What follows belongs to an exercise in optimizing a design on an open flow for small area; a production flow would make more cautious choices. Only simulation tests tie the RTL to the original design; equivalence was not proved. Power and IR drop assume default switching activity.

==> design.v <==
module Median_Finder_9inputs_8bits(
    output wire [7:0] median_pixel,
    output wire       out_valid,
    input  wire [7:0] pixel0, pixel1, pixel2,
    input  wire [7:0] pixel3, pixel4, pixel5,
    input  wire [7:0] pixel6, pixel7, pixel8,
    input  wire       in_valid,
    input  wire       rst,
    input  wire       clk
);
    reg [3:0] valid_q;
    always @(posedge clk) begin
        if (rst) valid_q <= 4'b0;
        else     valid_q <= {valid_q[2:0], in_valid};
    end
    assign out_valid = valid_q[3];
    wire [7:0] x0_0 = pixel0, x0_1 = pixel1, x0_2 = pixel2;
    wire [7:0] x0_3 = pixel3, x0_4 = pixel4, x0_5 = pixel5;
    wire [7:0] x0_6 = pixel6, x0_7 = pixel7, x0_8 = pixel8;
    wire [7:0] m;    
    wire e7_0 = x0_0[7];
    wire e7_1 = x0_1[7];
    wire e7_2 = x0_2[7];
    wire e7_3 = x0_3[7];
    wire e7_4 = x0_4[7];
    wire e7_5 = x0_5[7];
    wire e7_6 = x0_6[7];
    wire e7_7 = x0_7[7];
    wire e7_8 = x0_8[7];
    assign m[7] = maj9({e7_8, e7_7, e7_6, e7_5, e7_4, e7_3, e7_2, e7_1, e7_0});
    wire g7_0 = 1'b0, l7_0 = 1'b0;
    wire g7_1 = 1'b0, l7_1 = 1'b0;
    wire g7_2 = 1'b0, l7_2 = 1'b0;
    wire g7_3 = 1'b0, l7_3 = 1'b0;
    wire g7_4 = 1'b0, l7_4 = 1'b0;
    wire g7_5 = 1'b0, l7_5 = 1'b0;
    wire g7_6 = 1'b0, l7_6 = 1'b0;
    wire g7_7 = 1'b0, l7_7 = 1'b0;
    wire g7_8 = 1'b0, l7_8 = 1'b0;
    wire P6_0 = g7_0 | (x0_0[6] & e7_0);
    wire Q6_0 = e7_0 | (x0_0[6] & ~l7_0);
    wire e6_0 = m[7] ? P6_0 : Q6_0;
    wire P6_1 = g7_1 | (x0_1[6] & e7_1);
    wire Q6_1 = e7_1 | (x0_1[6] & ~l7_1);
    wire e6_1 = m[7] ? P6_1 : Q6_1;
    wire P6_2 = g7_2 | (x0_2[6] & e7_2);
    wire Q6_2 = e7_2 | (x0_2[6] & ~l7_2);
    wire e6_2 = m[7] ? P6_2 : Q6_2;
    wire P6_3 = g7_3 | (x0_3[6] & e7_3);
    wire Q6_3 = e7_3 | (x0_3[6] & ~l7_3);
    wire e6_3 = m[7] ? P6_3 : Q6_3;
    wire P6_4 = g7_4 | (x0_4[6] & e7_4);
    wire Q6_4 = e7_4 | (x0_4[6] & ~l7_4);
    wire e6_4 = m[7] ? P6_4 : Q6_4;
    wire P6_5 = g7_5 | (x0_5[6] & e7_5);
    wire Q6_5 = e7_5 | (x0_5[6] & ~l7_5);
    wire e6_5 = m[7] ? P6_5 : Q6_5;
    wire P6_6 = g7_6 | (x0_6[6] & e7_6);
    wire Q6_6 = e7_6 | (x0_6[6] & ~l7_6);
    wire e6_6 = m[7] ? P6_6 : Q6_6;
    wire P6_7 = g7_7 | (x0_7[6] & e7_7);
    wire Q6_7 = e7_7 | (x0_7[6] & ~l7_7);
    wire e6_7 = m[7] ? P6_7 : Q6_7;
    wire P6_8 = g7_8 | (x0_8[6] & e7_8);
    wire Q6_8 = e7_8 | (x0_8[6] & ~l7_8);
    wire e6_8 = m[7] ? P6_8 : Q6_8;
    wire majP6 = maj9({P6_8, P6_7, P6_6, P6_5, P6_4, P6_3, P6_2, P6_1, P6_0});
    wire majQ6 = maj9({Q6_8, Q6_7, Q6_6, Q6_5, Q6_4, Q6_3, Q6_2, Q6_1, Q6_0});
    assign m[6] = m[7] ? majP6 : majQ6;
    wire g6_0 = m[7] ? g7_0 : e7_0;
    wire l6_0 = m[7] ? (l7_0 | ~e7_0) : l7_0;
    wire g6_1 = m[7] ? g7_1 : e7_1;
    wire l6_1 = m[7] ? (l7_1 | ~e7_1) : l7_1;
    wire g6_2 = m[7] ? g7_2 : e7_2;
    wire l6_2 = m[7] ? (l7_2 | ~e7_2) : l7_2;
    wire g6_3 = m[7] ? g7_3 : e7_3;
    wire l6_3 = m[7] ? (l7_3 | ~e7_3) : l7_3;
    wire g6_4 = m[7] ? g7_4 : e7_4;
    wire l6_4 = m[7] ? (l7_4 | ~e7_4) : l7_4;
    wire g6_5 = m[7] ? g7_5 : e7_5;
    wire l6_5 = m[7] ? (l7_5 | ~e7_5) : l7_5;
    wire g6_6 = m[7] ? g7_6 : e7_6;
    wire l6_6 = m[7] ? (l7_6 | ~e7_6) : l7_6;
    wire g6_7 = m[7] ? g7_7 : e7_7;
    wire l6_7 = m[7] ? (l7_7 | ~e7_7) : l7_7;
    wire g6_8 = m[7] ? g7_8 : e7_8;
    wire l6_8 = m[7] ? (l7_8 | ~e7_8) : l7_8;
    wire gf0_0 = g6_0 | (e6_0 & ~m[6]);
    wire lf0_0 = l6_0 | (~e6_0 & m[6]);
    wire gf0_1 = g6_1 | (e6_1 & ~m[6]);
    wire lf0_1 = l6_1 | (~e6_1 & m[6]);
    wire gf0_2 = g6_2 | (e6_2 & ~m[6]);
    wire lf0_2 = l6_2 | (~e6_2 & m[6]);
    wire gf0_3 = g6_3 | (e6_3 & ~m[6]);
    wire lf0_3 = l6_3 | (~e6_3 & m[6]);
    wire gf0_4 = g6_4 | (e6_4 & ~m[6]);
    wire lf0_4 = l6_4 | (~e6_4 & m[6]);
    wire gf0_5 = g6_5 | (e6_5 & ~m[6]);
    wire lf0_5 = l6_5 | (~e6_5 & m[6]);
    wire gf0_6 = g6_6 | (e6_6 & ~m[6]);
    wire lf0_6 = l6_6 | (~e6_6 & m[6]);
    wire gf0_7 = g6_7 | (e6_7 & ~m[6]);
    wire lf0_7 = l6_7 | (~e6_7 & m[6]);
    wire gf0_8 = g6_8 | (e6_8 & ~m[6]);
    wire lf0_8 = l6_8 | (~e6_8 & m[6]);
    reg [5:0] xr1_0, xr1_1, xr1_2, xr1_3, xr1_4, xr1_5, xr1_6, xr1_7, xr1_8;
    wire [5:0] x1_0 = ~xr1_0;
    wire [5:0] x1_1 = ~xr1_1;
    wire [5:0] x1_2 = ~xr1_2;
    wire [5:0] x1_3 = ~xr1_3;
    wire [5:0] x1_4 = ~xr1_4;
    wire [5:0] x1_5 = ~xr1_5;
    wire [5:0] x1_6 = ~xr1_6;
    wire [5:0] x1_7 = ~xr1_7;
    wire [5:0] x1_8 = ~xr1_8;
    reg [7:6] mr0;
    always @(posedge clk) begin
        xr1_0 <= ~(({6{gf0_0}} | x0_0[5:0]) & ~{6{lf0_0}});
        xr1_1 <= ~(({6{gf0_1}} | x0_1[5:0]) & ~{6{lf0_1}});
        xr1_2 <= ~(({6{gf0_2}} | x0_2[5:0]) & ~{6{lf0_2}});
        xr1_3 <= ~(({6{gf0_3}} | x0_3[5:0]) & ~{6{lf0_3}});
        xr1_4 <= ~(({6{gf0_4}} | x0_4[5:0]) & ~{6{lf0_4}});
        xr1_5 <= ~(({6{gf0_5}} | x0_5[5:0]) & ~{6{lf0_5}});
        xr1_6 <= ~(({6{gf0_6}} | x0_6[5:0]) & ~{6{lf0_6}});
        xr1_7 <= ~(({6{gf0_7}} | x0_7[5:0]) & ~{6{lf0_7}});
        xr1_8 <= ~(({6{gf0_8}} | x0_8[5:0]) & ~{6{lf0_8}});
        mr0 <= m[7:6];
    end
    wire e5_0 = x1_0[5];
    wire e5_1 = x1_1[5];
    wire e5_2 = x1_2[5];
    wire e5_3 = x1_3[5];
    wire e5_4 = x1_4[5];
    wire e5_5 = x1_5[5];
    wire e5_6 = x1_6[5];
    wire e5_7 = x1_7[5];
    wire e5_8 = x1_8[5];
    assign m[5] = maj9({e5_8, e5_7, e5_6, e5_5, e5_4, e5_3, e5_2, e5_1, e5_0});
    wire g5_0 = 1'b0, l5_0 = 1'b0;
    wire g5_1 = 1'b0, l5_1 = 1'b0;
    wire g5_2 = 1'b0, l5_2 = 1'b0;
    wire g5_3 = 1'b0, l5_3 = 1'b0;
    wire g5_4 = 1'b0, l5_4 = 1'b0;
    wire g5_5 = 1'b0, l5_5 = 1'b0;
    wire g5_6 = 1'b0, l5_6 = 1'b0;
    wire g5_7 = 1'b0, l5_7 = 1'b0;
    wire g5_8 = 1'b0, l5_8 = 1'b0;
    wire P4_0 = g5_0 | (x1_0[4] & e5_0);
    wire Q4_0 = e5_0 | (x1_0[4] & ~l5_0);
    wire e4_0 = m[5] ? P4_0 : Q4_0;
    wire P4_1 = g5_1 | (x1_1[4] & e5_1);
    wire Q4_1 = e5_1 | (x1_1[4] & ~l5_1);
    wire e4_1 = m[5] ? P4_1 : Q4_1;
    wire P4_2 = g5_2 | (x1_2[4] & e5_2);
    wire Q4_2 = e5_2 | (x1_2[4] & ~l5_2);
    wire e4_2 = m[5] ? P4_2 : Q4_2;
    wire P4_3 = g5_3 | (x1_3[4] & e5_3);
    wire Q4_3 = e5_3 | (x1_3[4] & ~l5_3);
    wire e4_3 = m[5] ? P4_3 : Q4_3;
    wire P4_4 = g5_4 | (x1_4[4] & e5_4);
    wire Q4_4 = e5_4 | (x1_4[4] & ~l5_4);
    wire e4_4 = m[5] ? P4_4 : Q4_4;
    wire P4_5 = g5_5 | (x1_5[4] & e5_5);
    wire Q4_5 = e5_5 | (x1_5[4] & ~l5_5);
    wire e4_5 = m[5] ? P4_5 : Q4_5;
    wire P4_6 = g5_6 | (x1_6[4] & e5_6);
    wire Q4_6 = e5_6 | (x1_6[4] & ~l5_6);
    wire e4_6 = m[5] ? P4_6 : Q4_6;
    wire P4_7 = g5_7 | (x1_7[4] & e5_7);
    wire Q4_7 = e5_7 | (x1_7[4] & ~l5_7);
    wire e4_7 = m[5] ? P4_7 : Q4_7;
    wire P4_8 = g5_8 | (x1_8[4] & e5_8);
    wire Q4_8 = e5_8 | (x1_8[4] & ~l5_8);
    wire e4_8 = m[5] ? P4_8 : Q4_8;
    wire majP4 = maj9({P4_8, P4_7, P4_6, P4_5, P4_4, P4_3, P4_2, P4_1, P4_0});
    wire majQ4 = maj9({Q4_8, Q4_7, Q4_6, Q4_5, Q4_4, Q4_3, Q4_2, Q4_1, Q4_0});
    assign m[4] = m[5] ? majP4 : majQ4;
    wire g4_0 = m[5] ? g5_0 : e5_0;
    wire l4_0 = m[5] ? (l5_0 | ~e5_0) : l5_0;
    wire g4_1 = m[5] ? g5_1 : e5_1;
    wire l4_1 = m[5] ? (l5_1 | ~e5_1) : l5_1;
    wire g4_2 = m[5] ? g5_2 : e5_2;
    wire l4_2 = m[5] ? (l5_2 | ~e5_2) : l5_2;
    wire g4_3 = m[5] ? g5_3 : e5_3;
    wire l4_3 = m[5] ? (l5_3 | ~e5_3) : l5_3;
    wire g4_4 = m[5] ? g5_4 : e5_4;
    wire l4_4 = m[5] ? (l5_4 | ~e5_4) : l5_4;
    wire g4_5 = m[5] ? g5_5 : e5_5;
    wire l4_5 = m[5] ? (l5_5 | ~e5_5) : l5_5;
    wire g4_6 = m[5] ? g5_6 : e5_6;
    wire l4_6 = m[5] ? (l5_6 | ~e5_6) : l5_6;
    wire g4_7 = m[5] ? g5_7 : e5_7;
    wire l4_7 = m[5] ? (l5_7 | ~e5_7) : l5_7;
    wire g4_8 = m[5] ? g5_8 : e5_8;
    wire l4_8 = m[5] ? (l5_8 | ~e5_8) : l5_8;
    wire gf1_0 = g4_0 | (e4_0 & ~m[4]);
    wire lf1_0 = l4_0 | (~e4_0 & m[4]);
    wire gf1_1 = g4_1 | (e4_1 & ~m[4]);
    wire lf1_1 = l4_1 | (~e4_1 & m[4]);
    wire gf1_2 = g4_2 | (e4_2 & ~m[4]);
    wire lf1_2 = l4_2 | (~e4_2 & m[4]);
    wire gf1_3 = g4_3 | (e4_3 & ~m[4]);
    wire lf1_3 = l4_3 | (~e4_3 & m[4]);
    wire gf1_4 = g4_4 | (e4_4 & ~m[4]);
    wire lf1_4 = l4_4 | (~e4_4 & m[4]);
    wire gf1_5 = g4_5 | (e4_5 & ~m[4]);
    wire lf1_5 = l4_5 | (~e4_5 & m[4]);
    wire gf1_6 = g4_6 | (e4_6 & ~m[4]);
    wire lf1_6 = l4_6 | (~e4_6 & m[4]);
    wire gf1_7 = g4_7 | (e4_7 & ~m[4]);
    wire lf1_7 = l4_7 | (~e4_7 & m[4]);
    wire gf1_8 = g4_8 | (e4_8 & ~m[4]);
    wire lf1_8 = l4_8 | (~e4_8 & m[4]);
    reg [3:0] xr2_0, xr2_1, xr2_2, xr2_3, xr2_4, xr2_5, xr2_6, xr2_7, xr2_8;
    wire [3:0] x2_0 = xr2_0;
    wire [3:0] x2_1 = xr2_1;
    wire [3:0] x2_2 = xr2_2;
    wire [3:0] x2_3 = xr2_3;
    wire [3:0] x2_4 = xr2_4;
    wire [3:0] x2_5 = xr2_5;
    wire [3:0] x2_6 = xr2_6;
    wire [3:0] x2_7 = xr2_7;
    wire [3:0] x2_8 = xr2_8;
    reg [7:4] mr1;
    always @(posedge clk) begin
        xr2_0 <= (({4{gf1_0}} | x1_0[3:0]) & ~{4{lf1_0}});
        xr2_1 <= (({4{gf1_1}} | x1_1[3:0]) & ~{4{lf1_1}});
        xr2_2 <= (({4{gf1_2}} | x1_2[3:0]) & ~{4{lf1_2}});
        xr2_3 <= (({4{gf1_3}} | x1_3[3:0]) & ~{4{lf1_3}});
        xr2_4 <= (({4{gf1_4}} | x1_4[3:0]) & ~{4{lf1_4}});
        xr2_5 <= (({4{gf1_5}} | x1_5[3:0]) & ~{4{lf1_5}});
        xr2_6 <= (({4{gf1_6}} | x1_6[3:0]) & ~{4{lf1_6}});
        xr2_7 <= (({4{gf1_7}} | x1_7[3:0]) & ~{4{lf1_7}});
        xr2_8 <= (({4{gf1_8}} | x1_8[3:0]) & ~{4{lf1_8}});
        mr1 <= {mr0, m[5:4]};
    end
    wire e3_0 = x2_0[3];
    wire e3_1 = x2_1[3];
    wire e3_2 = x2_2[3];
    wire e3_3 = x2_3[3];
    wire e3_4 = x2_4[3];
    wire e3_5 = x2_5[3];
    wire e3_6 = x2_6[3];
    wire e3_7 = x2_7[3];
    wire e3_8 = x2_8[3];
    assign m[3] = maj9({e3_8, e3_7, e3_6, e3_5, e3_4, e3_3, e3_2, e3_1, e3_0});
    wire g3_0 = 1'b0, l3_0 = 1'b0;
    wire g3_1 = 1'b0, l3_1 = 1'b0;
    wire g3_2 = 1'b0, l3_2 = 1'b0;
    wire g3_3 = 1'b0, l3_3 = 1'b0;
    wire g3_4 = 1'b0, l3_4 = 1'b0;
    wire g3_5 = 1'b0, l3_5 = 1'b0;
    wire g3_6 = 1'b0, l3_6 = 1'b0;
    wire g3_7 = 1'b0, l3_7 = 1'b0;
    wire g3_8 = 1'b0, l3_8 = 1'b0;
    wire P2_0 = g3_0 | (x2_0[2] & e3_0);
    wire Q2_0 = e3_0 | (x2_0[2] & ~l3_0);
    wire e2_0 = m[3] ? P2_0 : Q2_0;
    wire P2_1 = g3_1 | (x2_1[2] & e3_1);
    wire Q2_1 = e3_1 | (x2_1[2] & ~l3_1);
    wire e2_1 = m[3] ? P2_1 : Q2_1;
    wire P2_2 = g3_2 | (x2_2[2] & e3_2);
    wire Q2_2 = e3_2 | (x2_2[2] & ~l3_2);
    wire e2_2 = m[3] ? P2_2 : Q2_2;
    wire P2_3 = g3_3 | (x2_3[2] & e3_3);
    wire Q2_3 = e3_3 | (x2_3[2] & ~l3_3);
    wire e2_3 = m[3] ? P2_3 : Q2_3;
    wire P2_4 = g3_4 | (x2_4[2] & e3_4);
    wire Q2_4 = e3_4 | (x2_4[2] & ~l3_4);
    wire e2_4 = m[3] ? P2_4 : Q2_4;
    wire P2_5 = g3_5 | (x2_5[2] & e3_5);
    wire Q2_5 = e3_5 | (x2_5[2] & ~l3_5);
    wire e2_5 = m[3] ? P2_5 : Q2_5;
    wire P2_6 = g3_6 | (x2_6[2] & e3_6);
    wire Q2_6 = e3_6 | (x2_6[2] & ~l3_6);
    wire e2_6 = m[3] ? P2_6 : Q2_6;
    wire P2_7 = g3_7 | (x2_7[2] & e3_7);
    wire Q2_7 = e3_7 | (x2_7[2] & ~l3_7);
    wire e2_7 = m[3] ? P2_7 : Q2_7;
    wire P2_8 = g3_8 | (x2_8[2] & e3_8);
    wire Q2_8 = e3_8 | (x2_8[2] & ~l3_8);
    wire e2_8 = m[3] ? P2_8 : Q2_8;
    wire majP2 = maj9({P2_8, P2_7, P2_6, P2_5, P2_4, P2_3, P2_2, P2_1, P2_0});
    wire majQ2 = maj9({Q2_8, Q2_7, Q2_6, Q2_5, Q2_4, Q2_3, Q2_2, Q2_1, Q2_0});
    assign m[2] = m[3] ? majP2 : majQ2;
    wire g2_0 = m[3] ? g3_0 : e3_0;
    wire l2_0 = m[3] ? (l3_0 | ~e3_0) : l3_0;
    wire g2_1 = m[3] ? g3_1 : e3_1;
    wire l2_1 = m[3] ? (l3_1 | ~e3_1) : l3_1;
    wire g2_2 = m[3] ? g3_2 : e3_2;
    wire l2_2 = m[3] ? (l3_2 | ~e3_2) : l3_2;
    wire g2_3 = m[3] ? g3_3 : e3_3;
    wire l2_3 = m[3] ? (l3_3 | ~e3_3) : l3_3;
    wire g2_4 = m[3] ? g3_4 : e3_4;
    wire l2_4 = m[3] ? (l3_4 | ~e3_4) : l3_4;
    wire g2_5 = m[3] ? g3_5 : e3_5;
    wire l2_5 = m[3] ? (l3_5 | ~e3_5) : l3_5;
    wire g2_6 = m[3] ? g3_6 : e3_6;
    wire l2_6 = m[3] ? (l3_6 | ~e3_6) : l3_6;
    wire g2_7 = m[3] ? g3_7 : e3_7;
    wire l2_7 = m[3] ? (l3_7 | ~e3_7) : l3_7;
    wire g2_8 = m[3] ? g3_8 : e3_8;
    wire l2_8 = m[3] ? (l3_8 | ~e3_8) : l3_8;
    wire gf2_0 = g2_0 | (e2_0 & ~m[2]);
    wire lf2_0 = l2_0 | (~e2_0 & m[2]);
    wire gf2_1 = g2_1 | (e2_1 & ~m[2]);
    wire lf2_1 = l2_1 | (~e2_1 & m[2]);
    wire gf2_2 = g2_2 | (e2_2 & ~m[2]);
    wire lf2_2 = l2_2 | (~e2_2 & m[2]);
    wire gf2_3 = g2_3 | (e2_3 & ~m[2]);
    wire lf2_3 = l2_3 | (~e2_3 & m[2]);
    wire gf2_4 = g2_4 | (e2_4 & ~m[2]);
    wire lf2_4 = l2_4 | (~e2_4 & m[2]);
    wire gf2_5 = g2_5 | (e2_5 & ~m[2]);
    wire lf2_5 = l2_5 | (~e2_5 & m[2]);
    wire gf2_6 = g2_6 | (e2_6 & ~m[2]);
    wire lf2_6 = l2_6 | (~e2_6 & m[2]);
    wire gf2_7 = g2_7 | (e2_7 & ~m[2]);
    wire lf2_7 = l2_7 | (~e2_7 & m[2]);
    wire gf2_8 = g2_8 | (e2_8 & ~m[2]);
    wire lf2_8 = l2_8 | (~e2_8 & m[2]);
    reg [1:0] xr3_0, xr3_1, xr3_2, xr3_3, xr3_4, xr3_5, xr3_6, xr3_7, xr3_8;
    wire [1:0] x3_0 = ~xr3_0;
    wire [1:0] x3_1 = ~xr3_1;
    wire [1:0] x3_2 = ~xr3_2;
    wire [1:0] x3_3 = ~xr3_3;
    wire [1:0] x3_4 = ~xr3_4;
    wire [1:0] x3_5 = ~xr3_5;
    wire [1:0] x3_6 = ~xr3_6;
    wire [1:0] x3_7 = ~xr3_7;
    wire [1:0] x3_8 = ~xr3_8;
    reg [7:2] mr2;
    always @(posedge clk) begin
        xr3_0 <= ~(({2{gf2_0}} | x2_0[1:0]) & ~{2{lf2_0}});
        xr3_1 <= ~(({2{gf2_1}} | x2_1[1:0]) & ~{2{lf2_1}});
        xr3_2 <= ~(({2{gf2_2}} | x2_2[1:0]) & ~{2{lf2_2}});
        xr3_3 <= ~(({2{gf2_3}} | x2_3[1:0]) & ~{2{lf2_3}});
        xr3_4 <= ~(({2{gf2_4}} | x2_4[1:0]) & ~{2{lf2_4}});
        xr3_5 <= ~(({2{gf2_5}} | x2_5[1:0]) & ~{2{lf2_5}});
        xr3_6 <= ~(({2{gf2_6}} | x2_6[1:0]) & ~{2{lf2_6}});
        xr3_7 <= ~(({2{gf2_7}} | x2_7[1:0]) & ~{2{lf2_7}});
        xr3_8 <= ~(({2{gf2_8}} | x2_8[1:0]) & ~{2{lf2_8}});
        mr2 <= {mr1, m[3:2]};
    end
    wire e1_0 = x3_0[1];
    wire e1_1 = x3_1[1];
    wire e1_2 = x3_2[1];
    wire e1_3 = x3_3[1];
    wire e1_4 = x3_4[1];
    wire e1_5 = x3_5[1];
    wire e1_6 = x3_6[1];
    wire e1_7 = x3_7[1];
    wire e1_8 = x3_8[1];
    assign m[1] = maj9({e1_8, e1_7, e1_6, e1_5, e1_4, e1_3, e1_2, e1_1, e1_0});
    wire g1_0 = 1'b0, l1_0 = 1'b0;
    wire g1_1 = 1'b0, l1_1 = 1'b0;
    wire g1_2 = 1'b0, l1_2 = 1'b0;
    wire g1_3 = 1'b0, l1_3 = 1'b0;
    wire g1_4 = 1'b0, l1_4 = 1'b0;
    wire g1_5 = 1'b0, l1_5 = 1'b0;
    wire g1_6 = 1'b0, l1_6 = 1'b0;
    wire g1_7 = 1'b0, l1_7 = 1'b0;
    wire g1_8 = 1'b0, l1_8 = 1'b0;
    wire P0_0 = g1_0 | (x3_0[0] & e1_0);
    wire Q0_0 = e1_0 | (x3_0[0] & ~l1_0);
    wire e0_0 = m[1] ? P0_0 : Q0_0;
    wire P0_1 = g1_1 | (x3_1[0] & e1_1);
    wire Q0_1 = e1_1 | (x3_1[0] & ~l1_1);
    wire e0_1 = m[1] ? P0_1 : Q0_1;
    wire P0_2 = g1_2 | (x3_2[0] & e1_2);
    wire Q0_2 = e1_2 | (x3_2[0] & ~l1_2);
    wire e0_2 = m[1] ? P0_2 : Q0_2;
    wire P0_3 = g1_3 | (x3_3[0] & e1_3);
    wire Q0_3 = e1_3 | (x3_3[0] & ~l1_3);
    wire e0_3 = m[1] ? P0_3 : Q0_3;
    wire P0_4 = g1_4 | (x3_4[0] & e1_4);
    wire Q0_4 = e1_4 | (x3_4[0] & ~l1_4);
    wire e0_4 = m[1] ? P0_4 : Q0_4;
    wire P0_5 = g1_5 | (x3_5[0] & e1_5);
    wire Q0_5 = e1_5 | (x3_5[0] & ~l1_5);
    wire e0_5 = m[1] ? P0_5 : Q0_5;
    wire P0_6 = g1_6 | (x3_6[0] & e1_6);
    wire Q0_6 = e1_6 | (x3_6[0] & ~l1_6);
    wire e0_6 = m[1] ? P0_6 : Q0_6;
    wire P0_7 = g1_7 | (x3_7[0] & e1_7);
    wire Q0_7 = e1_7 | (x3_7[0] & ~l1_7);
    wire e0_7 = m[1] ? P0_7 : Q0_7;
    wire P0_8 = g1_8 | (x3_8[0] & e1_8);
    wire Q0_8 = e1_8 | (x3_8[0] & ~l1_8);
    wire e0_8 = m[1] ? P0_8 : Q0_8;
    wire majP0 = maj9({P0_8, P0_7, P0_6, P0_5, P0_4, P0_3, P0_2, P0_1, P0_0});
    wire majQ0 = maj9({Q0_8, Q0_7, Q0_6, Q0_5, Q0_4, Q0_3, Q0_2, Q0_1, Q0_0});
    assign m[0] = m[1] ? majP0 : majQ0;
    wire g0_0 = m[1] ? g1_0 : e1_0;
    wire l0_0 = m[1] ? (l1_0 | ~e1_0) : l1_0;
    wire g0_1 = m[1] ? g1_1 : e1_1;
    wire l0_1 = m[1] ? (l1_1 | ~e1_1) : l1_1;
    wire g0_2 = m[1] ? g1_2 : e1_2;
    wire l0_2 = m[1] ? (l1_2 | ~e1_2) : l1_2;
    wire g0_3 = m[1] ? g1_3 : e1_3;
    wire l0_3 = m[1] ? (l1_3 | ~e1_3) : l1_3;
    wire g0_4 = m[1] ? g1_4 : e1_4;
    wire l0_4 = m[1] ? (l1_4 | ~e1_4) : l1_4;
    wire g0_5 = m[1] ? g1_5 : e1_5;
    wire l0_5 = m[1] ? (l1_5 | ~e1_5) : l1_5;
    wire g0_6 = m[1] ? g1_6 : e1_6;
    wire l0_6 = m[1] ? (l1_6 | ~e1_6) : l1_6;
    wire g0_7 = m[1] ? g1_7 : e1_7;
    wire l0_7 = m[1] ? (l1_7 | ~e1_7) : l1_7;
    wire g0_8 = m[1] ? g1_8 : e1_8;
    wire l0_8 = m[1] ? (l1_8 | ~e1_8) : l1_8;
    wire gf3_0 = g0_0 | (e0_0 & ~m[0]);
    wire lf3_0 = l0_0 | (~e0_0 & m[0]);
    wire gf3_1 = g0_1 | (e0_1 & ~m[0]);
    wire lf3_1 = l0_1 | (~e0_1 & m[0]);
    wire gf3_2 = g0_2 | (e0_2 & ~m[0]);
    wire lf3_2 = l0_2 | (~e0_2 & m[0]);
    wire gf3_3 = g0_3 | (e0_3 & ~m[0]);
    wire lf3_3 = l0_3 | (~e0_3 & m[0]);
    wire gf3_4 = g0_4 | (e0_4 & ~m[0]);
    wire lf3_4 = l0_4 | (~e0_4 & m[0]);
    wire gf3_5 = g0_5 | (e0_5 & ~m[0]);
    wire lf3_5 = l0_5 | (~e0_5 & m[0]);
    wire gf3_6 = g0_6 | (e0_6 & ~m[0]);
    wire lf3_6 = l0_6 | (~e0_6 & m[0]);
    wire gf3_7 = g0_7 | (e0_7 & ~m[0]);
    wire lf3_7 = l0_7 | (~e0_7 & m[0]);
    wire gf3_8 = g0_8 | (e0_8 & ~m[0]);
    wire lf3_8 = l0_8 | (~e0_8 & m[0]);
    reg [7:0] mr3;
    always @(posedge clk) begin
        mr3 <= {mr2, m[1:0]};
    end
    assign median_pixel = mr3;
    function maj9(input [8:0] v);
        begin
            maj9 = maj3((&v[2:0]) | (&v[5:3]) | (&v[8:6]),
                        (|v[2:0]) & (|v[5:3]) & (|v[8:6]),
                        maj3(maj3(v[0], v[1], v[2]), maj3(v[3], v[4], v[5]),
                             maj3(v[6], v[7], v[8])));
        end
    endfunction
    function maj3(input a, input b, input c);
        maj3 = (a & b) | (b & c) | (a & c);
    endfunction
endmodule
==> flow/run.sh <==
#!/bin/bash
# Own layout flow: the standard flow, with two changes:
#  - synthesis maps the logic with the ABC script in flow/abc.script (an
#    area-oriented mapping) instead of ORFS's; the rest of the standard
#    synthesis (synth_recipe.tcl) is unchanged, so registers keep their names;
#  - port buffers are plain buffers (flow/ports.txt names the cell) instead
#    of the default delay cell.
# Each tool's output goes to a log file in the folder this runs in.
set -euo pipefail
W=$PWD
F=$W/flow
sed 's|log_cmd abc {\*}\$abc_args|log_cmd abc {*}[lreplace $abc_args 1 1 '"$F"'/abc.script]|' \
    "$FLOW_HOME/scripts/synth.tcl" > "$W/own_synth_core.tcl"
grep -q "$F/abc.script" "$W/own_synth_core.tcl"
sed "s|source \$::env(SCRIPTS_DIR)/synth.tcl|source $W/own_synth_core.tcl|" \
    "$W/synth_recipe.tcl" > "$W/own_synth.tcl"
grep -q "own_synth_core.tcl" "$W/own_synth.tcl"
bash "$W/standard.sh" "SYNTH_SCRIPT=$W/own_synth.tcl" synth > "$W/own_synth.log" 2>&1
EXTRA=()
while read -r line; do
    [[ -z "$line" || "$line" == \#* ]] || EXTRA+=("$line")
done < "$F/make_vars.txt"
bash "$W/standard.sh" "${EXTRA[@]}" finish > "$W/own_layout.log" 2>&1
==> flow/abc.script <==
strash
dch
map -D 2000
topo
stime -c
buffer -c
upsize -D 2000 -c
dnsize -D 2000 -c
==> flow/make_vars.txt <==
# extra make variables for the layout, one per line
BUFFER_PORTS_ARGS=-buffer_cell sky130_fd_sc_hd__buf_1
==> standard.sh <==
#!/bin/bash
# synth_recipe.tcl (not shown) runs the flow's synth.tcl, then flattens the netlist and writes it again
# the make line also repeats each setting of config.mk as NAME=value (left out here)
make -C /OpenROAD-flow-scripts/flow DESIGN_CONFIG=/design/flow/config.mk WORK_HOME=/design/flow/orfs CLKGATE_MAP_FILE= SYNTH_SCRIPT=/design/flow/synth_recipe.tcl "${@:-finish}"
==> config.mk <==
export PLATFORM = sky130hd
export DESIGN_NAME = Median_Finder_9inputs_8bits
export DESIGN_NICKNAME = Median_Finder_9inputs_8bits
export VERILOG_FILES = /design/flow/design.v
export SDC_FILE = /design/flow/constraint.sdc
export NUM_CORES = 4
export LEC_CHECK = 0
export ABC_AREA = 1
export CAP_MARGIN = 20
export CORE_MARGIN = 2
export CORE_UTILIZATION = 40
export CTS_BUF_LIST = sky130_fd_sc_hd__clkbuf_4 sky130_fd_sc_hd__clkbuf_8
export GPL_TIMING_DRIVEN = 0
export SLEW_MARGIN = 20
==> constraint.sdc <==
create_clock -name core_clock -period 2.5 [get_ports {clk}]
set_input_delay 0.5000 -clock core_clock [delete_from_list [all_inputs] [get_ports {clk}]]
set_output_delay 0.5000 -clock core_clock [all_outputs]
set_load 0.01 [all_outputs]
==> results of run 1 <==
-- synthesized netlist by cell type --
master | instances | area [µm²]
a22oi_1 | 26 | 195
and2_1 | 2 | 12.5
clkbuf_1 | 6 | 22.5
o21a_1 | 1 | 7.51
a221oi_1 | 10 | 87.6
nand4_1 | 1 | 6.26
o21ai_0 | 112 | 561
o22ai_1 | 31 | 194
nand3_1 | 11 | 55.1
inv_1 | 107 | 402
o21ai_2 | 1 | 8.76
nor4_1 | 3 | 18.8
buf_2 | 3 | 15.0
dfxtp_1 | 132 | 2640
o21bai_1 | 2 | 15.0
clkinv_1 | 1 | 3.75
nor2_1 | 125 | 469
o311ai_0 | 1 | 8.76
nor3_1 | 6 | 30.0
a22o_1 | 1 | 8.76
a21oi_1 | 70 | 350
maj3_1 | 12 | 120
o211ai_1 | 1 | 7.51
a31oi_1 | 1 | 6.26
nand2_1 | 63 | 236
o221ai_1 | 5 | 43.8
o221a_2 | 1 | 11.3
-- registers in the layout, indices dropped and copies added (netlist names), 4 cells and up --
| register | cells |
|---|---|
| xr2_1 | 4 |
| xr2_6 | 4 |
| xr1_4 | 6 |
| xr2_8 | 4 |
| xr1_5 | 6 |
| xr2_4 | 4 |
| xr2_3 | 4 |
| xr1_8 | 6 |
| xr1_3 | 6 |
| xr2_5 | 4 |
| xr1_2 | 6 |
| xr1_7 | 6 |
| xr1_1 | 6 |
| xr2_2 | 4 |
| valid_q | 4 |
| xr2_0 | 4 |
| mr2 | 6 |
| mr3 | 8 |
| xr1_0 | 6 |
| xr1_6 | 6 |
| mr1 | 4 |
| xr2_7 | 4 |
-- stage by stage --
step	cells	total power [mW]	setup slack, ps
final	1028	10.2	144
after detailed placement	994	7.83	-655
after global placement	994	7.69	-635
after floorplan	735	6.58	261
after CTS	1025	9.77	-76.2
after global routing	1028	11.0	-5.12
-- cell type report --
class                      instances  area share (%)
clock inverter                    14            2.29
timing repair buffer              86            4.98
tap                              176            3.28
multi-input combinational        486            39.6
buffer                             9           0.876
sequential                       132            39.4
inverter                         108            6.08
clock buffer                      17            3.49
-- power breakdown --
group / internal, mW / switching, mW
combinational: 1.80 / 3.19
sequential: 2.98 / 0.441
clock: 0.894 / 0.864
-- metal layers --
layer  vias to the layer above  wire length, µm  GRT usage (%)
li1                       2723                -              -
met1                      2492             6340           24.0
met2                       159             7610           38.2
met3                        30              743           4.63
met4                         0              382           9.12
met5                         -                0              0
-- worst min-delay path: stages --
cell	delay (ps)
buf_1	70
inv_1	40
nor2_1	30
-- cell families (layout without fill, tap and decap cells) --
family / count (synthesis) / after routing / synth area share (%)
simple gates: 211 / 211 / 15.0
buf+inv: 117 / 234 / 8.00
fa+ha+maj: 12 / 12 / 2.17
compound gates: 263 / 263 / 27.2
flops: 132 / 132 / 47.7
-- worst max path at each step --
stage / from / to / depth (start not counted)
after detailed placement: pixel1[7] / xr1_4[1] / 10
after global routing: xr2_1[3] / xr3_4[1] / 11
final: pixel1[7] / xr1_8[3] / 10
after floorplan: pixel4[7] / xr1_3[0] / 9
after CTS: pixel1[7] / xr1_7[3] / 10
after global placement: pixel1[7] / xr1_4[2] / 10
-- repair_timing --
action | in CTS | in global routing
endpoints found under the setup margin | 91 | 108
pin swaps | 0 | 3
resized for setup | 17 | 51
setup buffers | 0 | 3
==> flow_summary.rst, run 1 <==
.. list-table::
   :header-rows: 1

   * - Metric
     - Value
   * - Leading cell types in the layout, fill and taps excluded
     - 131 x dfxtp_1, 124 x nor2_1, 107 x inv_1
   * - Rel. slew slack
     - roughly three fifths
   * - Number of pins with negative max-slew slack in the final report
     - 0
   * - Final-layout setup total negative slack
     - 0 ps
   * - Data arrival time at the worst-slack endpoint
     - 2670 ps
   * - Routability-driven placement congestion ratio
     - between 0.9 and 1
   * - Slowest cell delay on critical path
     - 400 ps
   * - Number of nets in the synthesized netlist
     - 810
   * - Number of storage elements in the synthesis netlist
     - 132
   * - DR vias/cell
     - 5.26
   * - Static power due to leakage
     - 2.82 nW
   * - Maximum ir drop on the vdd rail
     - a little over 0.6 mV
   * - Via count of the first global-routing pass
     - 5327
   * - Final Instance Area
     - 0.00671 mm²
   * - Hold path cells
     - 3
   * - Full die area
     - about 0.015 mm²
   * - Fmax achieved
     - 424 MHz
   * - Critical-path maximum fanout
     - 10
   * - Max stage delay cell, worst path
     - a22oi_2
   * - Distinct cell type count of the synthesized netlist
     - 27
   * - Overall die width
     - 122 µm
   * - Sort of element at the start of the critical path
     - primary input
   * - CTS tree
     - done
   * - Most prevalent standard cell on the critical path
     - clkbuf_2
   * - Worst Min Path Start
     - in_valid
   * - Total routed wirelength
     - approximately 15 mm
   * - Cell at the root of the clock tree
     - clkbuf_8
   * - Terminating pin of the worst hold path
     - valid_q[0]
   * - Worst flop-to-flop path endpoint
     - xr3_8[1]
   * - Number of standard cells after synthesis
     - around 740
   * - Final setup violation count
     - 0
   * - Starting density of the core
     - 41.3%
   * - Maximum root-to-sink buffer count
     - 2
   * - Final routed DRC violation total
     - 0
   * - Classification of the worst setup path
     - primary input to flop
   * - Post-Route Hold Slack
     - about 240 ps
   * - Sequential fraction of the synthesis area
     - 47.7%
   * - Most common library cell in the layout ignoring fill and taps
     - dfxtp_1
   * - Die height
     - 122 µm
   * - First-pass detailed-route iteration total
     - 5
   * - Launch point of the worst reg-to-reg path
     - xr2_1[3]
   * - Number of core rows
     - 42
   * - Reg-to-reg slack, setup
     - 160 ps
   * - Post-Place Cell Area
     - 0.00607 mm²
   * - Iteration-0 DRC count of the detailed router
     - 373
   * - Worst R2R Path Depth
     - 11
   * - Sequential cell area
     - 0.00264 mm²
   * - Layout-stage area growth over the synthesis result
     - 21.2%
   * - Number of buffers inserted during clock tree synthesis
     - 17
   * - Top delay family on crit path
     - buffers and inverters
   * - Number of antenna violations at the first check in global routing
     - 0
   * - Standard cell core area
     - 0.0134 mm²
   * - Ordered cell list for the critical path
     - buf_1, nor2_1, a21oi_1, maj3_1, nand2_1, nand3_2, clkbuf_2, clkbuf_2, a22oi_2, o21ai_0
   * - Post-route core utilization
     - 50.1%
   * - Via Count
     - 5404
   * - Buf+Inv Stages, Crit Path
     - 3
   * - Gr usage total
     - a little over a fifth
   * - Clock latency of the later-clocked register in the worst-skew pair
     - 450 ps
   * - Number of nets with antenna violations after detailed routing
     - 0
   * - Tightest Pin Transition
     - 599 ps
   * - Post-CTS Hold Fix Bufs
     - 0
   * - Hold/Removal Path Class
     - primary input to flop
   * - Power per cell area
     - 1520 mW/mm²
   * - Yosys warnings
     - 1
   * - Count of buffers from port buffering
     - 83
   * - Mean instance size in the synthesized netlist
     - around 7.5 µm²
   * - Remaining global-route overflow
     - 0
   * - Maximum level of the CTS H-tree
     - 4
   * - Tcrit/Tclk final
     - 94.2%
   * - Maximum Capacitance Violations
     - 0
   * - CP Capture Type
     - flop
   * - Antenna cell count
     - 0
   * - Run status
     - complete, no violations
   * - Minimum period implied by the final worst setup slack
     - 2360 ps
   * - Clk slew on worst S/H paths
     - 70 ps
   * - Largest net degree at the start of global routing
     - 17
   * - Final layout net count
     - slightly above 900
   * - CTS sink count
     - 132
   * - Hold Fails Final Rpt
     - 0
   * - Data required time at the worst endpoint
     - 2810 ps
   * - I/O pin cnt
     - 84
   * - Wire length per cell after detailed routing
     - roughly 15 µm
   * - Wire length of the first global-routing pass
     - approximately 24 mm
   * - Proportion of layout cells with a drive suffix above 1
     - 9.51%
   * - Detailed Place HPWL
     - roughly 12 mm
   * - Clock Skews
     - 11.3 ps
   * - Post-synthesis instance area
     - between 0.005 and 0.006 mm²
   * - Fillers
     - 1320
   * - Multi-input logic area
     - around 0.0027 mm²
==> run 2, diff against run 1 <==
==> flow/make_vars.txt (replaced) <==
# extra make variables for the layout, one per line
BUFFER_PORTS_ARGS=-buffer_cell sky130_fd_sc_hd__buf_1
CTS_ARGS=-sink_clustering_enable -repair_clock_nets -buf_list sky130_fd_sc_hd__clkbuf_4 -dont_use_dummy_load -sink_clustering_size 8
--- a/config.mk
+++ b/config.mk
@@ -11,4 +11,4 @@
 export CORE_UTILIZATION = 40
-export CTS_BUF_LIST = sky130_fd_sc_hd__clkbuf_4 sky130_fd_sc_hd__clkbuf_8
 export GPL_TIMING_DRIVEN = 0
+export SETUP_SLACK_MARGIN = -0.1
 export SLEW_MARGIN = 20
==> run 2 against run 1 <==
  * The layout now fails its checks (setup timing)
  * Clock-buffer cell count did not move
  * First-iteration DRC count increased by 4.6%
  * Fmax decreased by 8.3%
  * Design area decreased by 4.9%
  * Sequential share of layout area increased by 2.1 points
  * Critical path depth did not move
  * Worst hold slack worse by 77 ps
  * Routed wire length decreased by 2.8%
==> flow_summary.rst, run 2 <==
.. list-table::
   :header-rows: 1

   * - Metric
     - Value
   * - Run status
     - complete, but fails checks
   * - Violated Checks
     - setup timing
   * - Via Count
     - 5362 (-0.78%)
   * - CTS tree
     - done
   * - Post-synthesis instance area
     - 0.00554 mm² (unchanged)
   * - Tcrit/Tclk final
     - 103% (+8.5 points)
   * - Proportion of layout cells with a drive suffix above 1
     - 6.21% (-3.3 points)
   * - Count of buffers from port buffering
     - 83 (unchanged)
   * - Synth async-reset ratio
     - 0% (unchanged)
   * - Final layout net count
     - 915 (unchanged)
   * - Full die area
     - 0.0148 mm² (unchanged)
   * - Most common library cell in the layout ignoring fill and taps
     - dfxtp_1
   * - Largest register FFs
     - 8 (unchanged)
   * - Cell at the root of the clock tree
     - clkbuf_4
   * - Multiplexer area fraction after synthesis
     - 0% (unchanged)
   * - CTS sink count
     - 132 (unchanged)
   * - Distinct cell type count of the synthesized netlist
     - 27 (unchanged)
   * - Layout-stage area growth over the synthesis result
     - 15.2%
   * - Fillers
     - 1359 (+3.0%)
   * - Maximum root-to-sink buffer count
     - 2 (unchanged)
   * - Hold/Removal Path Class
     - primary input to flop
   * - Classification of the worst setup path
     - primary input to flop
   * - Data arrival time at the worst-slack endpoint
     - 2910 ps (+240 ps)
   * - Standard cell core area
     - 0.0134 mm² (unchanged)
   * - Maximum ir drop on the vdd rail
     - 0.500 mV (-17%)
   * - Routability-driven placement congestion ratio
     - 0.928 (unchanged)
   * - Number of buffers inserted during clock tree synthesis
     - 17 (unchanged)
   * - Arithmetic-cell share of the synthesized area counting full adders, half adders and majority gates
     - 2.17% (unchanged)
   * - DR vias/cell
     - 5.28 (+0.49%)
   * - Most numerous cell in the Yosys netlist
     - dfxtp_1
   * - Number of storage elements in the synthesis netlist
     - 132 (unchanged)
   * - Number of pins with negative max-slew slack in the final report
     - 0 (unchanged)
   * - Most flops, register
     - mr3
   * - Clk slew on worst S/H paths
     - 120 ps (+50 ps)
   * - Post-Route Hold Slack
     - 159 ps (-77.2 ps)
   * - Tightest Pin Transition
     - 693 ps (+94.0 ps)
   * - Total routed wirelength
     - 14.7 mm (-2.8%)
   * - Clock Skews
     - 47.9 ps (+36.6 ps)
   * - Gr usage total
     - 20.5% (-0.69 points)
   * - Final routed DRC violation total
     - 0 (unchanged)
   * - First-pass detailed-route iteration total
     - 5 (unchanged)
   * - Number of standard cells after synthesis
     - 735 (unchanged)
   * - Critical-path maximum fanout
     - 10 (unchanged)
   * - Detailed Place HPWL
     - 11.7 mm (unchanged)
   * - Number of core rows
     - 42 (unchanged)
   * - Rel. slew slack
     - 53.3% (-6.3 points)
   * - Leading cell types in the layout, fill and taps excluded
     - 130 x dfxtp_1, 125 x nor2_1, 112 x o21ai_0
   * - Number of antenna violations at the first check in global routing
     - 1 (+1)
   * - Post-CTS Hold Fix Bufs
     - 0 (unchanged)
   * - Unrepaired setup endpoints after global routing
     - yes
   * - Number of nets with antenna violations after detailed routing
     - 0 (unchanged)
   * - Overall die width
     - 122 µm (unchanged)
   * - Synth top area share
     - 47.7% (unchanged)
   * - Wire length per cell after detailed routing
     - 14.4 µm (-1.5%)
   * - Iteration-0 DRC count of the detailed router
     - 390 (+4.6%)
   * - Maximum Capacitance Violations
     - 0 (unchanged)
   * - Pre-CTS setup slack
     - -655 ps (unchanged)
   * - Minimum period implied by the final worst setup slack
     - 2570 ps (+212 ps)
   * - Fraction of synthesized cell area in xor and xnor cells
     - 0% (unchanged)
   * - Hold Fails Final Rpt
     - 0 (unchanged)
   * - Top post-synthesis cells by count
     - 132 x dfxtp_1, 125 x nor2_1, 112 x o21ai_0
   * - Final Instance Area
     - 0.00638 mm² (-4.9%)
   * - Top cell type by total area after synthesis
     - dfxtp_1
   * - Share of synthesized cell area in and, or, nand and nor gates
     - 15.0% (unchanged)
   * - Synth area leaders
     - dfxtp_1 48%, o21ai_0 10%, nor2_1 8.5%, inv_1 7.3%, a21oi_1 6.3%
   * - Yosys warnings
     - 1 (unchanged)
   * - Dominant combinational cell family by area after synthesis
     - compound AO/OA/AOI/OAI gates
   * - Share of the synthesized area in compound gates (AO/OA/AOI/OAI)
     - 27.2% (unchanged)
   * - Wire length of the first global-routing pass
     - 23.7 mm (-2.7%)
   * - CP Capture Type
     - flop
   * - Via count of the first global-routing pass
     - 5253 (-1.4%)
   * - Die height
     - 122 µm (unchanged)
   * - Most common flop cell mapped by yosys
     - dfxtp_1
   * - Clock latency of the later-clocked register in the worst-skew pair
     - 510 ps (+60 ps)
   * - Remaining global-route overflow
     - 0 (unchanged)
   * - Post-Place Cell Area
     - 0.00607 mm² (unchanged)
   * - Static power due to leakage
     - 2.69 nW (-4.8%)
   * - Mean instance size in the synthesized netlist
     - 7.54 µm² (unchanged)
   * - Power per cell area
     - 1450 mW/mm² (-4.6%)
   * - Sort of element at the start of the critical path
     - primary input
   * - Fmax achieved
     - 389 MHz (-8.3%)
   * - Starting density of the core
     - 41.3% (unchanged)
   * - Post-synth EDFFs
     - 0 (unchanged)
   * - I/O pin cnt
     - 84 (unchanged)
   * - Maximum level of the CTS H-tree
     - 4 (unchanged)
   * - Largest net degree at the start of global routing
     - 17 (unchanged)
   * - Sequential fraction of the synthesis area
     - 47.7% (unchanged)
   * - Final worst slack
     - -68.1 ps (-212 ps)
   * - Number of nets in the synthesized netlist
     - 810 (unchanged)
   * - Final setup violation count
     - 24 (+24)
   * - Data required time at the worst endpoint
     - 2850 ps (+40 ps)
## run 2: kinds of logic (layout without fill, tap and decap cells)
kind of cell / after synthesis / count (layout)
adders and majority gates: 12 / 12
AOI/OAI and AO/OA: 263 / 263
DFF: 132 / 132
other: 0 / 1
buffers and inverters: 117 / 220
and+or+nand+nor: 211 / 211
## run 2: report_power, final
part           switching (mW)  total [mW]  internal [mW]
sequential              0.439        3.42           2.98
clock                   0.606       0.917          0.311
combinational            3.13        4.89           1.76
total                    4.18        9.23           5.05
## run 2: final timing paths
check	start	to	slack, ps	cells after the start
min	pixel3[5]	xr1_3[5]	160	2
min reg2reg	mr1[5]	mr2[5]	330	0
max reg2reg	xr2_1[3]	xr3_0[1]	120	11
max	pixel1[7]	xr1_8[3]	-70	10
## run 2: repair_timing
| action | in CTS | in global routing |
|---|---|---|
| gates resized for setup | 6 | 34 |
| setup endpoints to repair | 50 | 97 |
| gates cloned | 0 | 0 |
| pin swaps | 0 | 2 |
| buffers inserted | 0 | 3 |
## run 2: critical path, stage by stage
cell      delay, ps
buf_1           110
nor2_1          250
a21oi_1          80
maj3_1          380
nand2_1          70
nand3_1         250
clkbuf_1        310
clkbuf_1        310
a22oi_1         490
o21ai_0         160
## run 2: area by class of cell
type / count / area, µm² / area share [%]
inverter: 108 / 408 / 6.39
clock buffer: 17 / 128 / 2.00
buffer: 9 / 50.0 / 0.784
multi-input combinational: 486 / 2590 / 40.7
sequential: 132 / 2650 / 41.4
timing repair buffer: 86 / 334 / 5.23
tap: 176 / 220 / 3.45
antenna: 1 / 2.50 / 0.0392
## run 2: metrics by stage
stage	utilization (%)	TNS (ps)	power (mW)	instances
after floorplan	-	0	6.58	735
after global placement	45.3	-28020	7.69	994
after detailed placement	45.3	-33210	7.83	994
after CTS	46.5	-1710	8.83	1011
after global routing	47.6	-7930	10.1	1015
final	47.6	-818	9.23	1015
## run 2: per-layer routing
layer	share of wire [%]	vias to the layer above	global-route usage, %
met1	43	2465	23.4
li1	-	2706	-
met3	4.3	40	4.07
met4	3.3	0	9.20
met5	0	-	0
met2	50	151	36.9
==> run 3, diff against run 2 <==
--- a/config.mk
+++ b/config.mk
@@ -11,4 +11,4 @@
 export CORE_UTILIZATION = 40
+export CTS_BUF_LIST = sky130_fd_sc_hd__clkbuf_8
 export GPL_TIMING_DRIVEN = 0
-export SETUP_SLACK_MARGIN = -0.1
 export SLEW_MARGIN = 20
==> run 3 against run 2 <==
  * The run now finishes clean
  * Routed wire length up 0.27%
  * Clock-buffer cell count unchanged
  * Clock skew is essentially flat
  * Synthesized cell count stayed put
  * Clock power decreased by 0.4%
  * Critical endpoint is now xr1_3[1]
  * Largest cell class unchanged
==> flow_summary.rst, run 3 <==
.. list-table::
   :header-rows: 1

   * - Metric
     - Value
   * - Clk slew on worst S/H paths
     - 120 ps (about the same)
   * - Most flops, register
     - mr3
   * - Fmax achieved
     - 429 MHz (+10%)
   * - Tightest Pin Transition
     - 589 ps (-105 ps)
   * - Synth async-reset ratio
     - 0% (unchanged)
   * - Arithmetic-cell share of the synthesized area counting full adders, half adders and majority gates
     - 2.17% (unchanged)
   * - Ordered cell list for the critical path
     - buf_1, inv_1, nor2_1, inv_1, nor2_1, a21oi_1, maj3_1, maj3_1, nand2_1, buf_2, o22ai_1, o21ai_0
   * - Minimum period implied by the final worst setup slack
     - 2330 ps (-236 ps)
   * - Largest net degree at the start of global routing
     - 17 (unchanged)
   * - Number of core rows
     - 42 (unchanged)
   * - Number of nets in the synthesized netlist
     - 810 (unchanged)
   * - CP Capture Type
     - flop
   * - Total routed wirelength
     - 14.7 mm (+0.27%)
   * - Gr usage total
     - 20.6% (+0.11 points)
   * - Largest register FFs
     - 8 (unchanged)
   * - Clock Skews
     - 48.0 ps (+0.154 ps)
   * - Share of the synthesized area in compound gates (AO/OA/AOI/OAI)
     - 27.2% (unchanged)
   * - Post-synth EDFFs
     - 0 (unchanged)
   * - Starting density of the core
     - 41.3% (unchanged)
   * - Synth top area share
     - 47.7% (unchanged)
   * - I/O pin cnt
     - 84 (unchanged)
   * - Dominant combinational cell family by area after synthesis
     - compound AO/OA/AOI/OAI gates
   * - Top post-synthesis cells by count
     - 132 x dfxtp_1, 125 x nor2_1, 112 x o21ai_0
   * - Detailed Place HPWL
     - 11.7 mm (unchanged)
   * - Maximum Capacitance Violations
     - 0 (unchanged)
   * - Wire length of the first global-routing pass
     - 23.8 mm (+0.67%)
   * - Share of synthesized cell area in and, or, nand and nor gates
     - 15.0% (unchanged)
   * - DP Cell Count
     - 994 (unchanged)
   * - Fraction of synthesized cell area in xor and xnor cells
     - 0% (unchanged)
   * - Final layout net count
     - 915 (unchanged)
   * - Remaining global-route overflow
     - 0 (unchanged)
   * - Iteration-0 DRC count of the detailed router
     - 350 (-10%)
   * - CTS tree
     - done
   * - Standard cell core area
     - 0.0134 mm² (unchanged)
   * - Maximum root-to-sink buffer count
     - 2 (unchanged)
   * - Final routed DRC violation total
     - 0 (unchanged)
   * - Count of buffers from port buffering
     - 83 (unchanged)
   * - Maximum level of the CTS H-tree
     - 4 (unchanged)
   * - Multiplexer area fraction after synthesis
     - 0% (unchanged)
   * - DR vias/cell
     - 5.28 (about the same)
   * - Leading cell types in the layout, fill and taps excluded
     - 127 x dfxtp_1, 122 x nor2_1, 108 x o21ai_0
   * - Number of buffers inserted during clock tree synthesis
     - 17 (unchanged)
   * - Classification of the worst setup path
     - primary input to flop
   * - Top cell type by total area after synthesis
     - dfxtp_1
   * - Synth area leaders
     - dfxtp_1 48%, o21ai_0 10%, nor2_1 8.5%, inv_1 7.3%, a21oi_1 6.3%
   * - Post-synthesis instance area
     - 0.00554 mm² (unchanged)
   * - Cell at the root of the clock tree
     - clkbuf_4
   * - Max stage delay cell, worst path
     - maj3_1
   * - Sequential fraction of the synthesis area
     - 47.7% (unchanged)
   * - Hold Fails Final Rpt
     - 0 (unchanged)
   * - Number of storage elements in the synthesis netlist
     - 132 (unchanged)
   * - Full die area
     - 0.0148 mm² (unchanged)
   * - Distinct cell type count of the synthesized netlist
     - 27 (unchanged)
   * - Overall die width
     - 122 µm (unchanged)
   * - Data required time at the worst endpoint
     - 2920 ps (+70 ps)
   * - Slowest cell delay on critical path
     - 360 ps (-130 ps)
   * - Post-Route Hold Slack
     - 164 ps (+4.25 ps)
   * - Number of antenna violations at the first check in global routing
     - 1 (unchanged)
   * - Number of standard cells after synthesis
     - 735 (unchanged)
   * - Proportion of layout cells with a drive suffix above 1
     - 8.47% (+2.3 points)
   * - Buf+Inv Stages, Crit Path
     - 4 (+1)
   * - Routability-driven placement congestion ratio
     - 0.928 (unchanged)
   * - Most common flop cell mapped by yosys
     - dfxtp_1
   * - Layout-stage area growth over the synthesis result
     - 16.3%
   * - Clock latency of the later-clocked register in the worst-skew pair
     - 510 ps (about the same)
   * - Final instance count without filler cells
     - 1015 (unchanged)
   * - First-pass detailed-route iteration total
     - 5 (unchanged)
   * - Data arrival time at the worst-slack endpoint
     - 2750 ps (-160 ps)
   * - Critical-path maximum fanout
     - 10 (unchanged)
   * - Final setup violation count
     - 0 (-100%)
   * - Via count of the first global-routing pass
     - 5272 (+0.36%)
   * - Rel. slew slack
     - 60.3% (+7.1 points)
   * - Top delay family on crit path
     - adder cells
   * - Number of nets with antenna violations after detailed routing
     - 0 (unchanged)
   * - Most numerous cell in the Yosys netlist
     - dfxtp_1
   * - Maximum ir drop on the vdd rail
     - 0.487 mV (-2.6%)
   * - Sort of element at the start of the critical path
     - primary input
   * - Number of pins with negative max-slew slack in the final report
     - 0 (unchanged)
   * - Power per cell area
     - 1440 mW/mm² (-0.25%)
   * - Mean instance size in the synthesized netlist
     - 7.54 µm² (unchanged)
   * - Most common library cell in the layout ignoring fill and taps
     - dfxtp_1
   * - Static power due to leakage
     - 2.70 nW (+0.59%)
   * - Via Count
     - 5361 (-0.019%)
   * - Hold/Removal Path Class
     - primary input to flop
   * - CTS sink count
     - 132 (unchanged)
   * - Wire length per cell after detailed routing
     - 14.5 µm (+0.27%)
   * - Run status
     - complete, no violations
   * - Tcrit/Tclk final
     - 93.3% (-9.4 points)
   * - Yosys warnings
     - 1 (unchanged)
   * - Die height
     - 122 µm (unchanged)
## run 3: path summary, 6_finish.rpt
kind	from	to	slack (ps)	cells after the start
hold reg to reg	mr1[5]	mr2[5]	320	0
setup / recovery	pixel3[7]	xr1_3[1]	170	12
setup reg to reg	xr1_6[5]	xr2_8[1]	200	12
hold / removal	pixel3[5]	xr1_3[5]	160	2
## run 3: power by group
part	switching, mW	leakage, nW	internal [mW]
Clock	0.603	0.0782	0.311
Combinational	3.16	1.52	1.79
Sequential	0.444	1.11	2.99
## run 3: layout make-up
class                           count  area [µm²]
Buffer                              9        52.6
Inverter                          108         408
Fill cell                        1365        6960
Sequential cell                   132        2650
Clock buffer                       17         128
Tap cell                          176         220
Multi-Input combinational cell    486        2650
Antenna cell                        1        2.50
Timing Repair Buffer               86         334
## run 3: worst reg2reg max path, stage by stage (launching register included)
cell	delay, ps
dfxtp_2	370
nand2_1	80
inv_1	50
nor2_1	120
o21bai_1	80
maj3_1	370
a221oi_1	240
o21ai_0	100
nand2_1	120
inv_4	90
buf_4	200
a22oi_2	230
a21oi_1	100
## run 3: kinds of logic after synthesis
family | after synthesis
AO/OA/AOI/OAI | 263
buffers and inverters | 117
flip-flops | 132
adder cells (fa/ha/maj) | 12
AND/OR/NAND/NOR | 211
## run 3: repair_timing
item | CTS | global route
setup buffers | 0 | 3
cloned | 0 | 0
resized for setup | 17 | 48
endpoints found under the setup margin | 62 | 108
hold buffers | 0 | 0
pin swaps | 0 | 4
## run 3: through the flow
| step | worst slack [ps] | instance area, µm² | util, % | TNS, ps | total power, mW |
|---|---|---|---|---|---|
| 2_1_floorplan | 261 | 5540 | - | 0 | 6.58 |
| 3_3_place_gp | -635 | 6070 | 45.3 | -28020 | 7.69 |
| 3_5_place_dp | -655 | 6070 | 45.3 | -33210 | 7.83 |
| 4_1_cts | -16.9 | 6290 | 46.9 | -44.1 | 8.92 |
| 5_1_grt | -7.77 | 6440 | 48.1 | -11.6 | 10.1 |
| 6_report | 167 | 6440 | 48.1 | 0 | 9.28 |
## run 3: per-layer routing
metal	track usage, %	share of wire (%)	vias up
met3	4.12	3.9	36
met2	37.2	50	152
met4	8.91	3.1	0
met5	0	0	-
li1	-	-	2715
met1	23.5	43	2458
==> run 4, diff against run 3 <==
==> flow/make_vars.txt (replaced) <==
# extra make variables for the layout, one per line
BUFFER_PORTS_ARGS=-buffer_cell sky130_fd_sc_hd__buf_1
CTS_ARGS=-sink_clustering_enable -repair_clock_nets -buf_list sky130_fd_sc_hd__clkbuf_4 -dont_use_dummy_load -sink_clustering_size 6
==> run 4 against run 3 <==
  * Still clean on timing, DRC and antenna
  * Via count unchanged
  * Cell count is the same
  * Synthesized area stayed put
  * First-iteration DRC count unchanged
  * Clock skew stayed put
  * Global-route usage did not move
  * Synthesized cell count unchanged
  * Die area unchanged
  * Largest power group unchanged
  * Highest routed layer unchanged
==> flow_summary.rst, run 4 <==
.. list-table::
   :header-rows: 1

   * - Metric
     - Value
   * - Overall die width
     - 122 µm (unchanged)
   * - Layout-stage area growth over the synthesis result
     - 16.3% (unchanged)
   * - Power per cell area
     - 1440 mW/mm² (unchanged)
   * - Synth async-reset ratio
     - 0% (unchanged)
   * - I/O pin cnt
     - 84 (unchanged)
   * - Maximum level of the CTS H-tree
     - 4 (unchanged)
   * - Minimum period implied by the final worst setup slack
     - 2330 ps (unchanged)
   * - Iteration-0 DRC count of the detailed router
     - 350 (unchanged)
   * - Static power due to leakage
     - 2.70 nW (unchanged)
   * - Worst R2R Path Depth
     - 12 (unchanged)
   * - Sort of element at the start of the critical path
     - primary input
   * - Met1 layer usage reported by global route
     - 23.5% (unchanged)
   * - Fmax achieved
     - 429 MHz (unchanged)
   * - Number of nets with antenna violations after detailed routing
     - 0 (unchanged)
   * - Number of buffers inserted during clock tree synthesis
     - 17 (unchanged)
   * - Largest net degree at the start of global routing
     - 17 (unchanged)
   * - Synth top area share
     - 47.7% (unchanged)
   * - Clock Skews
     - 48.0 ps (unchanged)
   * - Clk slew on worst S/H paths
     - 120 ps (about the same)
   * - Total routed wirelength
     - 14.7 mm (unchanged)
   * - Run status
     - complete, no violations
   * - Tightest Pin Transition
     - 589 ps (unchanged)
   * - Global routing usage on met3
     - 4.12% (unchanged)
   * - Post-Route Hold Slack
     - 164 ps (unchanged)
   * - Leading cell types in the layout, fill and taps excluded
     - 127 x dfxtp_1, 122 x nor2_1, 108 x o21ai_0
   * - Most utilized layer in the global route result
     - met2
   * - Gr usage total
     - 20.6% (unchanged)
   * - Tcrit/Tclk final
     - 93.3% (unchanged)
   * - Top cell type by total area after synthesis
     - dfxtp_1
   * - Proportion of layout cells with a drive suffix above 1
     - 8.47% (unchanged)
   * - Data arrival time at the worst-slack endpoint
     - 2750 ps (about the same)
   * - Yosys warnings
     - 1 (unchanged)
   * - Largest register FFs
     - 8 (unchanged)
   * - Maximum Capacitance Violations
     - 0 (unchanged)
   * - Hold/Removal Path Class
     - primary input to flop
   * - Hold Fails Final Rpt
     - 0 (unchanged)
   * - Full die area
     - 0.0148 mm² (unchanged)
   * - Final routed DRC violation total
     - 0 (unchanged)
   * - Mean instance size in the synthesized netlist
     - 7.54 µm² (unchanged)
   * - Sequential fraction of the synthesis area
     - 47.7% (unchanged)
   * - Wire length of the first global-routing pass
     - 23.8 mm (unchanged)
   * - Number of storage elements in the synthesis netlist
     - 132 (unchanged)
   * - Routability-driven placement congestion ratio
     - 0.928 (unchanged)
   * - Slowest cell delay on critical path
     - 360 ps (about the same)
   * - Cell at the root of the clock tree
     - clkbuf_4
   * - Rel. slew slack
     - 60.3% (unchanged)
   * - Remaining global-route overflow
     - 0 (unchanged)
   * - Count of buffers from port buffering
     - 83 (unchanged)
   * - Via Count
     - 5361 (unchanged)
   * - Via count of the first global-routing pass
     - 5272 (unchanged)
   * - Top post-synthesis cells by count
     - 132 x dfxtp_1, 125 x nor2_1, 112 x o21ai_0
   * - Post-synthesis instance area
     - 0.00554 mm² (unchanged)
   * - Maximum ir drop on the vdd rail
     - 0.487 mV (unchanged)
   * - Number of pins with negative max-slew slack in the final report
     - 0 (unchanged)
   * - CP Capture Type
     - flop
   * - Fraction of met2 tracks used by global routing
     - 37.2% (unchanged)
   * - Most common flop cell mapped by yosys
     - dfxtp_1
   * - Max stage delay cell, worst path
     - maj3_1
   * - Distinct cell type count of the synthesized netlist
     - 27 (unchanged)
   * - Wire length per cell after detailed routing
     - 14.5 µm (unchanged)
   * - Synth area leaders
     - dfxtp_1 48%, o21ai_0 10%, nor2_1 8.5%, inv_1 7.3%, a21oi_1 6.3%
   * - Die height
     - 122 µm (unchanged)
   * - Starting density of the core
     - 41.3% (unchanged)
   * - Number of standard cells after synthesis
     - 735 (unchanged)
   * - Classification of the worst setup path
     - primary input to flop
   * - Fillers
     - 1365 (unchanged)
   * - Number of core rows
     - 42 (unchanged)
   * - Final layout net count
     - 915 (unchanged)
   * - Hold path cells
     - 2 (unchanged)
   * - CTS tree
     - done
   * - Detailed Place HPWL
     - 11.7 mm (unchanged)
   * - CTS sink count
     - 132 (unchanged)
   * - Most common library cell in the layout ignoring fill and taps
     - dfxtp_1
   * - Maximum root-to-sink buffer count
     - 2 (unchanged)
   * - Data required time at the worst endpoint
     - 2920 ps (about the same)
   * - Ordered cell list for the critical path
     - buf_1, inv_1, nor2_1, inv_1, nor2_1, a21oi_1, maj3_1, maj3_1, nand2_1, buf_2, o22ai_1, o21ai_0
   * - Final-layout setup total negative slack
     - 0 ps (unchanged)
   * - Final setup violation count
     - 0 (unchanged)
   * - Most numerous cell in the Yosys netlist
     - dfxtp_1
   * - Post-synth EDFFs
     - 0 (unchanged)
   * - Most flops, register
     - mr3
   * - Number of nets in the synthesized netlist
     - 810 (unchanged)
   * - Critical-path maximum fanout
     - 10 (unchanged)
   * - Number of antenna violations at the first check in global routing
     - 1 (unchanged)
   * - Clock latency of the later-clocked register in the worst-skew pair
     - 510 ps (about the same)
   * - DR vias/cell
     - 5.28 (unchanged)
   * - Standard cell core area
     - 0.0134 mm² (unchanged)
   * - First-pass detailed-route iteration total
     - 5 (unchanged)
[run 4: cell counts in the layout (fill, tap and decap cells not counted)]
Identical to the previous run, type by type.
[run 4: report_power, final]
part | total [mW] | leakage, nW | internal (mW) | switching, mW
registers | 3.43 | 1.11 | 2.99 | 0.444
clock network | 0.913 | 0.0782 | 0.311 | 0.603
logic | 4.94 | 1.52 | 1.79 | 3.16
[run 4: area by class of cell]
class / count / area (µm²) / area share (%)
Antenna cell: 1 / 2.50 / 0.0389
Buffer: 9 / 52.6 / 0.816
Clock buffer: 17 / 128 / 1.98
Inverter: 108 / 408 / 6.33
Multi-Input combinational cell: 486 / 2650 / 41.1
Sequential cell: 132 / 2650 / 41.1
Tap cell: 176 / 220 / 3.42
Timing Repair Buffer: 86 / 334 / 5.19
[run 4: worst max-delay path, delay by kind of cell]
kind | cells | cell delay [ps]
buf+inv | 4 | 630
fa+ha+maj | 2 | 700
compound gates | 3 | 510
simple gates | 3 | 410
[run 4: timing repair]
action / CTS / global route
endpoints found under the setup margin: 62 / 108
gates resized for setup: 17 / 48
pin swaps: 0 / 4
hold buffers: 0 / 0
setup buffers: 0 / 3
[run 4: cells by family after synthesis]
logic type | after synthesis | share of synthesized area [%]
simple gates | 211 | 15.0
buf+inv | 117 | 8.00
compound gates | 263 | 27.2
fa+ha+maj | 12 | 2.17
flops | 132 | 47.7
[run 4: stage by stage]
stage	cells	area [µm²]	setup WS (ps)	util, %	total power, mW
floorplan	735	5540	261	-	6.58
global placement	994	6070	-635	45.3	7.69
detailed placement	994	6070	-655	45.3	7.83
CTS	1011	6290	-16.9	46.9	8.92
global route	1015	6440	-7.77	48.1	10.1
finish	1015	6440	167	48.1	9.28
[run 4: layer usage]
| layer | vias to the layer above | part of all wire, % |
|---|---|---|
| met5 | - | 0 |
| met2 | 152 | 50 |
| met4 | 0 | 3.1 |
| li1 | 2715 | - |
| met1 | 2458 | 43 |
| met3 | 36 | 3.9 |
[run 4: final timing paths]
kind         startpoint        to  slack [ps]
max           pixel3[7]  xr1_3[1]         170
min           pixel3[5]  xr1_3[5]         160
min reg2reg      mr1[5]    mr2[5]         320
max reg2reg    xr1_6[5]  xr2_8[1]         200

separate check: timing with driven ports:
Ports are ideal in the flow. The routed layouts listed here were re-timed in OpenROAD. Step 1 assumes that a clkbuf_16 drives the clock port and a buf_2 every other input. Step 2 adds t to the input delays and takes it off the output delays; t is the mean of the earliest and latest rising clock arrival at the registers after step 1. Input paths then give back, and output paths get back, about the clock's delay inside the block. Slacks: no drivers / after step 1 / after step 2; pairs: no drivers / after step 1.
| run | t, ns | slack for setup (ns) | slew at the worst register clock pin (ns) |
|---|---|---|---|
| run 1 | 0.475 | 0.144 / 0.156 / -0.320 | 0.08 / 0.08 |
| run 2 | 0.522 | -0.068 / -0.058 / -0.580 | 0.12 / 0.12 |
| run 3 | 0.521 | 0.167 / 0.178 / -0.343 | 0.12 / 0.12 |
| run 4 | 0.521 | 0.167 / 0.178 / -0.343 | 0.12 / 0.12 |
With both steps, setup timing fails in run 1, run 3 and run 4, where it was met with ideal ports. The setup slack of run 2, which loses most, moves by +0.010 ns with the drivers and by -0.512 ns with both steps.
